Context: an optimization exercise on an open-source flow, tuned for small area. The choices shown serve that exercise and are no tape-out recipe.
In this exercise RTL edits were held to simulation tests only and were not proved equivalent to the original.
Power is estimated from default activity; no workload was simulated.

## run 1
## system
module system(output wire RsTx, input wire RsRx, input clk, input btnC);
Size: ~870 cells after synthesis, ~100 flip-flops, ~4 I/O pins, about 6700 um2 of cells after synthesis.
export LEC_CHECK = 0
export CAP_MARGIN = 20
export CORE_MARGIN = 2
export CORE_UTILIZATION = 40
export CTS_BUF_LIST = sky130_fd_sc_hd__clkbuf_8
export SLEW_MARGIN = 20
create_clock -name core_clock -period 150.0 [get_ports {clk}]
standard.sh (not shown) runs the stock make flow with config.mk's settings and CLKGATE_MAP_FILE= SYNTH_SCRIPT=/design/flow/synth_recipe.tcl, a recipe that flattens the netlist after the stock synthesis.
==> flow/flow/run.sh <==
#!/bin/bash
set -euo pipefail
cd "$(dirname "$0")/.."
W=$PWD
sed "s|$W/synth_recipe.tcl|$W/flow/synth_area.tcl|g" standard.sh > flow/my_standard.sh
grep -q synth_area.tcl flow/my_standard.sh
bash flow/my_standard.sh finish > flow/make.log 2>&1
==> flow/flow/abc_area.script <==
&get -n
&st
&syn2
&dch -f
&nf -a -R 1000
&put
==> flow/flow/synth_area.tcl <==
# The standard flow's synthesis (synth_recipe.tcl) with ABC mapping for area instead of delay
set ::area_dir [file dirname [file normalize [info script]]]
proc abc {args} {
  set j [lsearch -exact $args -script]
  if {$j >= 0} { set args [lreplace $args [expr {$j+1}] [expr {$j+1}] [file join $::area_dir abc_area.script]] }
  yosys abc {*}$args
}
source [file join [file dirname $::area_dir] synth_recipe.tcl]
Run 1 completed every stage of the flow, and the final layout passed the timing, DRC and antenna checks.
> inputs changed (run 1 -> run 2)
- setting PLACE_DENSITY to 0.75 for the first time
- setting GPL_ROUTABILITY_DRIVEN to 0 for the first time
- changing CAP_MARGIN from 20 to 0
- changing CORE_UTILIZATION from 40 to 65
- changing SLEW_MARGIN from 20 to 0
- setting GPL_TIMING_DRIVEN to 0 for the first time
==> flow/flow/run.sh <==
#!/bin/bash
set -euo pipefail
cd "$(dirname "$0")/.."
W=$PWD
sed "s|$W/synth_recipe.tcl|$W/flow/synth_area.tcl|g" standard.sh > flow/my_standard.sh
grep -q synth_area.tcl flow/my_standard.sh
export CTS_ARGS="-sink_clustering_enable -repair_clock_nets -buf_list sky130_fd_sc_hd__clkbuf_8 -dont_use_dummy_load"
bash flow/my_standard.sh finish > "$W/flow_make.log" 2>&1
==> flow/flow/abc_area.script <==
&get -n
&st
&syn2
&dch -f
&nf -a -R 1000
&put
mfs3 -ae
==> flow/flow/my_standard.sh (new file) <==
#!/bin/bash
# The standard flow's own layout of this design, on the ORFS make targets given (by default finish). After
# finish it leaves the final layout's DEF at /design/flow/out/final.def.
set -euo pipefail
make -C /OpenROAD-flow-scripts/flow DESIGN_CONFIG=/design/flow/config.mk WORK_HOME=/design/flow/orfs CLKGATE_MAP_FILE= SYNTH_SCRIPT=/design/flow/flow/synth_area.tcl CAP_MARGIN=0 CORE_MARGIN=2 CORE_UTILIZATION=65 CTS_BUF_LIST=sky130_fd_sc_hd__clkbuf_8 GPL_ROUTABILITY_DRIVEN=0 GPL_TIMING_DRIVEN=0 PLACE_DENSITY=0.75 SLEW_MARGIN=0 "${@:-finish}"
if [[ -f /design/flow/orfs/results/sky130hd/system/base/6_final.odb ]]; then
  : # left out here: write the final layout as DEF
fi
--- outcome ---
On die outline area, run 1 loses to run 2.
Comparing run 2 and run 1, footprint of the multi-input gates is lower on run 2.
Cell count went down by more than 10% going from run 1 to run 2.
Of run 2 and run 1, run 1 shows the lower sequential share of cell area, with run 2 above it.
The layout overhead on the synthesized area in run 2 was lower than what run 1 gave.
Side by side, highest cell delay on the worst timing path turned out lower in run 2 than in run 1.
From run 2 to run 1, flip-flop and latch count after synthesis did not move at all.
Density: run 2 denser than run 1
Comparing run 2 and run 1, the higher number of gates on the worst path with buffers counted is on run 2.
Between run 2 and run 1, it is run 2 whose sum of buffers and inverters on the critical path is higher, by 1.
Edits applied to the flow inputs when going from run 2 to run 3:
- GPL_ROUTABILITY_DRIVEN removed (was 0)
- CAP_MARGIN changed from 0 to 20
- CORE_UTILIZATION changed from 65 to 40
- SLEW_MARGIN changed from 0 to 20
- PLACE_DENSITY removed (was 0.75)
- GPL_TIMING_DRIVEN removed (was 0)
removed: flow/flow/my_standard.sh
## What came out
- Run 3 -> run 2: number of nets produced by synthesis delta 0, exact match
- Looking at kind of critical path, the reg -> out result is from run 3; the in -> reg one comes from run 2.
- Summary — met2 global-route usage, run 3 relative to run 2: lower, by 18 points.
- In terms of worst hold slack, run 2 and run 3 differ only marginally.
- For run 2, the slowest stage cell on the critical path was buf_2, unlike run 3, where it was clkdlybuf4s50_1.
The following lists how run 4 was set up differently from run 3:
- CORE_UTILIZATION changed from 40 to 55
- GPL_TIMING_DRIVEN newly set to 0
- GPL_ROUTABILITY_DRIVEN newly set to 0
- CAP_MARGIN changed from 20 to 0
- SLEW_MARGIN changed from 20 to 0
==> flow/flow/my_standard.sh (new file) <==
#!/bin/bash
# The standard flow's own layout of this design, on the ORFS make targets given (by default finish). After
# finish it leaves the final layout's DEF at /design/flow/out/final.def.
set -euo pipefail
make -C /OpenROAD-flow-scripts/flow DESIGN_CONFIG=/design/flow/config.mk WORK_HOME=/design/flow/orfs CLKGATE_MAP_FILE= SYNTH_SCRIPT=/design/flow/flow/synth_area.tcl CAP_MARGIN=0 CORE_MARGIN=2 CORE_UTILIZATION=55 CTS_BUF_LIST=sky130_fd_sc_hd__clkbuf_8 GPL_ROUTABILITY_DRIVEN=0 GPL_TIMING_DRIVEN=0 SLEW_MARGIN=0 "${@:-finish}"
if [[ -f /design/flow/orfs/results/sky130hd/system/base/6_final.odb ]]; then
  : # left out here: write the final layout as DEF
fi
==> comparison <==
- Run 4 did not stop at any stage, and its layout met the timing, DRC and antenna checks.
- In terms of internal power consumption, run 3 and run 4 differ only marginally.
- Going from run 3 to run 4, the growth of design area from synthesis to finish was found to have gone down by 1.9 points.
- Taking run 3 as the reference, in run 4 via count has increased, power was more or less identical.
For run 5, these inputs were changed with respect to run 4:
- SLEW_MARGIN changed from 0 to 20
- GPL_ROUTABILITY_DRIVEN removed (was 0)
- CORE_UTILIZATION changed from 55 to 40
- GPL_TIMING_DRIVEN removed (was 0)
- CAP_MARGIN changed from 0 to 20
==> flow/flow/run.sh <==
#!/bin/bash
set -euo pipefail
cd "$(dirname "$0")/.."
W=$PWD
sed "s|$W/synth_recipe.tcl|$W/flow/synth_area.tcl|g" standard.sh > flow/my_standard.sh
grep -q synth_area.tcl flow/my_standard.sh
export CTS_ARGS="-sink_clustering_enable -repair_clock_nets -buf_list sky130_fd_sc_hd__clkbuf_8 -dont_use_dummy_load -sink_clustering_size 30 -sink_clustering_max_diameter 150 -sink_clustering_levels 1"
bash flow/my_standard.sh finish > "$W/flow_make.log" 2>&1
==> flow/flow/my_standard.sh <==
#!/bin/bash
# The standard flow's own layout of this design, on the ORFS make targets given (by default finish). After
# finish it leaves the final layout's DEF at /design/flow/out/final.def.
set -euo pipefail
make -C /OpenROAD-flow-scripts/flow DESIGN_CONFIG=/design/flow/config.mk WORK_HOME=/design/flow/orfs CLKGATE_MAP_FILE= SYNTH_SCRIPT=/design/flow/flow/synth_area.tcl CAP_MARGIN=20 CORE_MARGIN=2 CORE_UTILIZATION=40 CTS_BUF_LIST=sky130_fd_sc_hd__clkbuf_8 SLEW_MARGIN=20 "${@:-finish}"
if [[ -f /design/flow/orfs/results/sky130hd/system/base/6_final.odb ]]; then
  : # left out here: write the final layout as DEF
fi
==> comparison <==
Run 5 vs run 4 — first-pass iteration count of the detailed router dropped 12.
Relative to run 4, share of total power in the clock network has increased by 0.2 points in run 5.
Compared run 5 vs run 4, and post-layout net count is up in run 5.
Of run 5 and run 4, it is run 5 that has the lower core utilization.
Sort run 4 and run 5 by inserted tap cell count, descending, and run 5 comes first.


Starting RTL as in the previous note.
==> flow/config.mk <==
export PLATFORM = sky130hd
export DESIGN_NAME = system
export DESIGN_NICKNAME = system
export VERILOG_FILES = /design/flow/design.v
export SDC_FILE = /design/flow/constraint.sdc
export NUM_CORES = 4
export LEC_CHECK = 0
export CAP_MARGIN = 0
export CORE_MARGIN = 2
export CORE_UTILIZATION = 55
export CTS_BUF_LIST = sky130_fd_sc_hd__clkbuf_8
export SLEW_MARGIN = 0
==> flow/constraint.sdc <==
create_clock -name core_clock -period 150.0 [get_ports {clk}]
set_input_delay 30.0000 -clock core_clock [delete_from_list [all_inputs] [get_ports {clk}]]
set_output_delay 30.0000 -clock core_clock [all_outputs]
set_load 0.01 [all_outputs]
==> flow/flow/run.sh <==
#!/bin/bash
set -euo pipefail
cd "$(dirname "$0")/.."
W=$PWD
sed "s|$W/synth_recipe.tcl|$W/flow/synth_area.tcl|g" standard.sh > flow/my_standard.sh
grep -q synth_area.tcl flow/my_standard.sh
export CTS_ARGS="-sink_clustering_enable -repair_clock_nets -buf_list sky130_fd_sc_hd__clkbuf_8 -dont_use_dummy_load -sink_clustering_size 20 -sink_clustering_max_diameter 100"
bash flow/my_standard.sh finish > "$W/flow_make.log" 2>&1
==> flow/flow/abc_area.script <==
&get -n
&st
&syn2
&dch -f
&nf -a -R 1000
&put
mfs3 -ae
==> flow/flow/my_standard.sh <==
#!/bin/bash
# The standard flow's own layout of this design, on the ORFS make targets given (by default finish). After
# finish it leaves the final layout's DEF at /design/flow/out/final.def.
set -euo pipefail
make -C /OpenROAD-flow-scripts/flow DESIGN_CONFIG=/design/flow/config.mk WORK_HOME=/design/flow/orfs CLKGATE_MAP_FILE= SYNTH_SCRIPT=/design/flow/flow/synth_area.tcl CAP_MARGIN=0 CORE_MARGIN=2 CORE_UTILIZATION=55 CTS_BUF_LIST=sky130_fd_sc_hd__clkbuf_8 SLEW_MARGIN=0 "${@:-finish}"
if [[ -f /design/flow/orfs/results/sky130hd/system/base/6_final.odb ]]; then
  : # left out here: write the final layout as DEF
fi
Scripts as last shown in full above: flow/flow/synth_area.tcl
The starting point finished clean.
Then changed:
==> flow/flow/run.sh (replaced) <==
#!/bin/bash
set -euo pipefail
cd "$(dirname "$0")/.."
W=$PWD
sed "s|$W/synth_recipe.tcl|$W/flow/synth_area.tcl|g" standard.sh > flow/my_standard.sh
grep -q synth_area.tcl flow/my_standard.sh
export CTS_ARGS="-sink_clustering_enable -repair_clock_nets -buf_list sky130_fd_sc_hd__clkbuf_8 -dont_use_dummy_load"
bash flow/my_standard.sh finish > "$W/flow_make.log" 2>&1
Settings changed: CAP_MARGIN 0 to 20, CORE_UTILIZATION 55 to 40, GPL_ROUTABILITY_DRIVEN from default to 0, GPL_TIMING_DRIVEN from default to 0, SLEW_MARGIN 0 to 20.
removed: flow/flow/my_standard.sh
Effect: The new run finished clean. Setup slack gets worse by 0.017 ns. Synthesized area does not change. Wire length goes down by about 0.44%. Worst hold slack gets better by 0.011 ns. Total power goes down by 0.97%. Clock power goes down by about 3%. Non-clock buffer count goes down by 7. Utilization goes down by 16 points. Global-route usage goes down by 7.2 points. Final cell count goes up by 6.6%. First-iteration DRC count goes down by 24%.
Then changed:
Settings changed: CAP_MARGIN 20 to 0, SLEW_MARGIN 20 to 0.
Total power barely changes.
Worst setup slack is about the same.
Clock power hardly moves.
Synthesized cell count is unchanged.
Critical path depth grows by 2.
Cell count stays flat.
Flip-flop and latch count does not change.
Combinational power hardly moves.
Then changed:
==> flow/flow/abc_area.script (replaced) <==
&get -n
&st
&syn2
&dch -f
&nf -a -R 1000
&put
==> flow/flow/my_standard.sh (new file) <==
#!/bin/bash
# The standard flow's own layout of this design, on the ORFS make targets given (by default finish). After
# finish it leaves the final layout's DEF at /design/flow/out/final.def.
set -euo pipefail
make -C /OpenROAD-flow-scripts/flow DESIGN_CONFIG=/design/flow/config.mk WORK_HOME=/design/flow/orfs CLKGATE_MAP_FILE= SYNTH_SCRIPT=/design/flow/flow/synth_area.tcl CAP_MARGIN=20 CORE_MARGIN=2 CORE_UTILIZATION=40 CTS_BUF_LIST=sky130_fd_sc_hd__clkbuf_8 SLEW_MARGIN=20 "${@:-finish}"
if [[ -f /design/flow/orfs/results/sky130hd/system/base/6_final.odb ]]; then
  : # left out here: write the final layout as DEF
fi
Settings changed: CAP_MARGIN 0 to 20, GPL_ROUTABILITY_DRIVEN 0 to default, GPL_TIMING_DRIVEN 0 to default, SLEW_MARGIN 0 to 20.
=> Worst setup slack got worse by 0.010 ns. Sequential power is higher by about 1%. Non-clock buffer count is higher by 5.
Then changed:
==> flow/flow/run.sh (replaced) <==
#!/bin/bash
set -euo pipefail
cd "$(dirname "$0")/.."
W=$PWD
sed "s|$W/synth_recipe.tcl|$W/flow/synth_area.tcl|g" standard.sh > flow/my_standard.sh
grep -q synth_area.tcl flow/my_standard.sh
export CTS_ARGS="-sink_clustering_enable -repair_clock_nets -buf_list sky130_fd_sc_hd__clkbuf_16 -dont_use_dummy_load -sink_clustering_size 50 -sink_clustering_max_diameter 200"
bash flow/my_standard.sh finish > "$W/flow_make.log" 2>&1
==> flow/flow/abc_area.script (replaced) <==
&get -n
&st
&syn2
&dch -f
&nf -a -R 1000
&put
mfs3 -ae
==> flow/flow/my_standard.sh (replaced) <==
#!/bin/bash
# The standard flow's own layout of this design, on the ORFS make targets given (by default finish). After
# finish it leaves the final layout's DEF at /design/flow/out/final.def.
set -euo pipefail
make -C /OpenROAD-flow-scripts/flow DESIGN_CONFIG=/design/flow/config.mk WORK_HOME=/design/flow/orfs CLKGATE_MAP_FILE= SYNTH_SCRIPT=/design/flow/flow/synth_area.tcl CAP_MARGIN=20 CORE_MARGIN=2 CORE_UTILIZATION=40 CTS_BUF_LIST=sky130_fd_sc_hd__clkbuf_16 SLEW_MARGIN=20 "${@:-finish}"
if [[ -f /design/flow/orfs/results/sky130hd/system/base/6_final.odb ]]; then
  : # left out here: write the final layout as DEF
fi
Settings changed: CTS_BUF_LIST sky130_fd_sc_hd__clkbuf_8 to sky130_fd_sc_hd__clkbuf_16.
Synthesized area is lower by about 2%.
Design area barely changes.
Worst setup slack gains 0.044 ns.
Global-route usage is lower by 0.16 points.
Sequential power is lower by about 1%.
Total power is higher by 4.4%.
Clock-buffer cell count is unchanged.
Non-clock buffer count is higher by 4.
Sequential share of layout area hardly moves.
Utilization is higher by 1.3 points.

[re-timing with driven ports]
The flow's constraints put no driver on any port. The routed layouts listed below were extracted and timed again, unchanged, in two steps. Step 1 (the two cells are an assumption about what drives the block):
set clk [get_ports {clk}]
set_driving_cell -lib_cell sky130_fd_sc_hd__clkbuf_16 $clk
set_driving_cell -lib_cell sky130_fd_sc_hd__buf_2 [delete_from_list [all_inputs] $clk]
Step 2 adds t to the input delays and takes it off the output delays; t is the mean of the earliest and latest rising clock arrival at the registers after step 1. Input paths then give back, and output paths get back, about the clock's delay inside the block. Three values: ideal, step 1, step 2; two values: the first two.
| run | t, ns | setup WS [ns] | latest minus earliest clock arrival (ns) | pins driven straight from the clock port |
|---|---|---|---|---|
| run 1 | 0.434 | 118.726 / 118.685 / 118.339 | 0.018 / 0.018 | 1 |
| run 2 | 0.409 | 118.732 / 118.704 / 118.338 | 0.033 / 0.033 | 1 |
| run 3 | 0.422 | 118.734 / 118.694 / 118.522 | 0.031 / 0.030 | 1 |
| run 4 | 0.413 | 118.557 / 118.573 / 118.160 | 0.023 / 0.023 | 1 |
| run 5 | 0.422 | 118.734 / 118.694 / 118.522 | 0.031 / 0.030 | 1 |
| the first run of note 2 | 0.418 | 118.764 / 118.729 / 118.376 | 0.026 / 0.026 | 1 |
| the second run of note 2 | 0.418 | 118.747 / 118.709 / 118.478 | 0.037 / 0.037 | 1 |
| the third run of note 2 | 0.415 | 118.745 / 118.728 / 118.342 | 0.024 / 0.024 | 1 |
| the fourth run of note 2 | 0.423 | 118.735 / 118.715 / 118.332 | 0.039 / 0.039 | 1 |
| the fifth run of note 2 | 0.391 | 118.779 / 118.738 / 118.522 | 0.018 / 0.019 | 1 |
After both steps setup and hold are still met in every run listed.
